From an optimization exercise on the open Yosys and OpenROAD flow, aimed at small area, a short achievable clock period and few clock cycles per item; shortcuts taken in it are not production practice.

==> flow/design.v <==
module sqrt_binary_search (
    input  logic        clk,
    input  logic        rst,         
    input  logic        valid_in,
    input  logic [15:0] x,           
    output logic [15:0] x_sqrt,      
    output logic        valid_out
);
    wire [2:0] s_a0 = {1'b0, x[15:14]};
    wire [3:0] s_d0 = {1'b0, s_a0} - {2'b00, 2'b01};
    wire s_g0 = ~s_d0[3];
    wire [0:0] s_q1 = s_g0;
    wire [1:0] s_r1 = s_g0 ? s_d0[1:0] : s_a0[1:0];
    wire [3:0] s_a1 = {s_r1, x[13:12]};
    wire [4:0] s_d1 = {1'b0, s_a1} - {2'b00, {s_q1, 2'b01}};
    wire s_g1 = ~s_d1[4];
    wire [1:0] s_q2 = {s_q1, s_g1};
    wire [2:0] s_r2 = s_g1 ? s_d1[2:0] : s_a1[2:0];
    wire [4:0] s_a2 = {s_r2, x[11:10]};
    wire [5:0] s_d2 = {1'b0, s_a2} - {2'b00, {s_q2, 2'b01}};
    wire s_g2 = ~s_d2[5];
    wire [2:0] s_q3 = {s_q2, s_g2};
    wire [3:0] s_r3 = s_g2 ? s_d2[3:0] : s_a2[3:0];
    wire [5:0] s_a3 = {s_r3, x[9:8]};
    wire [6:0] s_d3 = {1'b0, s_a3} - {2'b00, {s_q3, 2'b01}};
    wire s_g3 = ~s_d3[6];
    wire [3:0] s_q4 = {s_q3, s_g3};
    wire [4:0] s_r4 = s_g3 ? s_d3[4:0] : s_a3[4:0];
    wire [6:0] s_a4 = {s_r4, x[7:6]};
    wire [7:0] s_d4 = {1'b0, s_a4} - {2'b00, {s_q4, 2'b01}};
    wire s_g4 = ~s_d4[7];
    wire [4:0] s_q5 = {s_q4, s_g4};
    wire [5:0] s_r5 = s_g4 ? s_d4[5:0] : s_a4[5:0];
    wire [7:0] s_a5 = {s_r5, x[5:4]};
    wire [8:0] s_d5 = {1'b0, s_a5} - {2'b00, {s_q5, 2'b01}};
    wire s_g5 = ~s_d5[8];
    wire [5:0] s_q6 = {s_q5, s_g5};
    wire [6:0] s_r6 = s_g5 ? s_d5[6:0] : s_a5[6:0];
    wire [8:0] s_a6 = {s_r6, x[3:2]};
    wire [9:0] s_d6 = {1'b0, s_a6} - {2'b00, {s_q6, 2'b01}};
    wire s_g6 = ~s_d6[9];
    wire [6:0] s_q7 = {s_q6, s_g6};
    wire [7:0] s_r7 = s_g6 ? s_d6[7:0] : s_a6[7:0];
    logic [6:0] q_r;
    logic [7:0] r_r;
    logic [1:0] x_r;
    logic v_r;
    always_ff @(posedge clk) begin
        if (rst) v_r <= 1'b0;
        else     v_r <= valid_in;
        q_r <= s_q7;
        r_r <= s_r7;
        x_r <= x[1:0];
    end
    wire [9:0] t_a7 = {r_r, x_r[1:0]};
    wire [10:0] t_d7 = {1'b0, t_a7} - {2'b00, {q_r, 2'b01}};
    wire t_g7 = ~t_d7[10];
    wire [7:0] t_q8 = {q_r, t_g7};
    wire [8:0] t_r8 = t_g7 ? t_d7[8:0] : t_a7[8:0];
    wire [10:0] t_a8 = {t_r8, 2'b00};
    wire [11:0] t_d8 = {1'b0, t_a8} - {2'b00, {t_q8, 2'b01}};
    wire t_g8 = ~t_d8[11];
    wire [8:0] t_q9 = {t_q8, t_g8};
    wire [9:0] t_r9 = t_g8 ? t_d8[9:0] : t_a8[9:0];
    wire [11:0] t_a9 = {t_r9, 2'b00};
    wire [12:0] t_d9 = {1'b0, t_a9} - {2'b00, {t_q9, 2'b01}};
    wire t_g9 = ~t_d9[12];
    wire [9:0] t_q10 = {t_q9, t_g9};
    wire [10:0] t_r10 = t_g9 ? t_d9[10:0] : t_a9[10:0];
    wire [12:0] t_a10 = {t_r10, 2'b00};
    wire [13:0] t_d10 = {1'b0, t_a10} - {2'b00, {t_q10, 2'b01}};
    wire t_g10 = ~t_d10[13];
    wire [10:0] t_q11 = {t_q10, t_g10};
    wire [11:0] t_r11 = t_g10 ? t_d10[11:0] : t_a10[11:0];
    wire [13:0] t_a11 = {t_r11, 2'b00};
    wire [14:0] t_d11 = {1'b0, t_a11} - {2'b00, {t_q11, 2'b01}};
    wire t_g11 = ~t_d11[14];
    wire [11:0] t_q12 = {t_q11, t_g11};
    assign x_sqrt    = {4'd0, t_q12};
    assign valid_out = v_r;
endmodule
export LEC_CHECK = 0
export ABC_AREA = 1
export CAP_MARGIN = 20
export CORE_MARGIN = 2
export CORE_UTILIZATION = 40
export SLEW_MARGIN = 20
create_clock -name core_clock -period 11.0 [get_ports {clk}]
run.sh (not shown) runs the stock make flow with config.mk's settings and CLKGATE_MAP_FILE= SYNTH_SCRIPT=/design/flow/synth_recipe.tcl, a recipe that flattens the netlist after the stock synthesis.
Change:
--- a/flow/design.v
+++ b/flow/design.v
@@ -39,30 +39,28 @@
     wire [8:0] s_a6 = {s_r6, x[3:2]};
     wire [9:0] s_d6 = {1'b0, s_a6} - {2'b00, {s_q6, 2'b01}};
     wire s_g6 = ~s_d6[9];
     wire [6:0] s_q7 = {s_q6, s_g6};
     wire [7:0] s_r7 = s_g6 ? s_d6[7:0] : s_a6[7:0];
-    logic [6:0] q_r;
-    logic [7:0] r_r;
-    logic [1:0] x_r;
+    wire [9:0] s_a7 = {s_r7, x[1:0]};
+    wire [10:0] s_d7 = {1'b0, s_a7} - {2'b00, {s_q7, 2'b01}};
+    wire s_g7 = ~s_d7[10];
+    wire [7:0] s_q8 = {s_q7, s_g7};
+    wire [8:0] s_r8 = s_g7 ? s_d7[8:0] : s_a7[8:0];
+    logic [7:0] q_r;
+    logic [8:0] r_r;
     logic v_r;
     always_ff @(posedge clk) begin
         if (rst) v_r <= 1'b0;
         else     v_r <= valid_in;
-        q_r <= s_q7;
-        r_r <= s_r7;
-        x_r <= x[1:0];
+        q_r <= s_q8;
+        r_r <= s_r8;
     end
-    wire [9:0] t_a7 = {r_r, x_r[1:0]};
-    wire [10:0] t_d7 = {1'b0, t_a7} - {2'b00, {q_r, 2'b01}};
-    wire t_g7 = ~t_d7[10];
-    wire [7:0] t_q8 = {q_r, t_g7};
-    wire [8:0] t_r8 = t_g7 ? t_d7[8:0] : t_a7[8:0];
-    wire [10:0] t_a8 = {t_r8, 2'b00};
-    wire [11:0] t_d8 = {1'b0, t_a8} - {2'b00, {t_q8, 2'b01}};
+    wire [10:0] t_a8 = {r_r, 2'b00};
+    wire [11:0] t_d8 = {1'b0, t_a8} - {2'b00, {q_r, 2'b01}};
     wire t_g8 = ~t_d8[11];
-    wire [8:0] t_q9 = {t_q8, t_g8};
+    wire [8:0] t_q9 = {q_r, t_g8};
     wire [9:0] t_r9 = t_g8 ? t_d8[9:0] : t_a8[9:0];
     wire [11:0] t_a9 = {t_r9, 2'b00};
     wire [12:0] t_d9 = {1'b0, t_a9} - {2'b00, {t_q9, 2'b01}};
     wire t_g9 = ~t_d9[12];
     wire [9:0] t_q10 = {t_q9, t_g9};
After rerunning: Global-route usage went down by 1.2 points; synthesized area grows by 3.3%; cell count came out higher by 10%; core utilization falls by 1.2 points; design area rises by 2.2%; routed wire length rose by 3.8%; setup slack is better by 140 ps; count of clock-buffer cells in the layout stays the same.
No functional check of the RTL was part of any run of this note.

## static timing again, ports no longer ideal
The flow's constraints put no driver on any port. The routed layouts listed below were extracted and timed again, unchanged, in two steps. Step 1: set_driving_cell puts a clkbuf_16 on clk and a buf_2 on each other input, an assumption about the parent block. Step 2, shift: input delay + t, output delay - t, t = (earliest + latest rising clock arrival at the registers) / 2. This alone moves slack from input paths to output paths. Three values: ideal ports, drivers, drivers and shift; two values: the first two.
run	t (ns)	setup WS [ns]	clock arrival spread, ns	worst register clock-pin slew, ns
the first run	0.272	0.721 / 0.695 / 0.967	0.000 / 0.000	0.06 / 0.06
the second run	0.276	0.858 / 0.859 / 0.583	0.013 / 0.012	0.08 / 0.08
After both steps setup and hold are still met in every run listed. The setup slack of the second run, which loses most, moves by +0.001 ns with the drivers and by -0.275 ns with both steps.
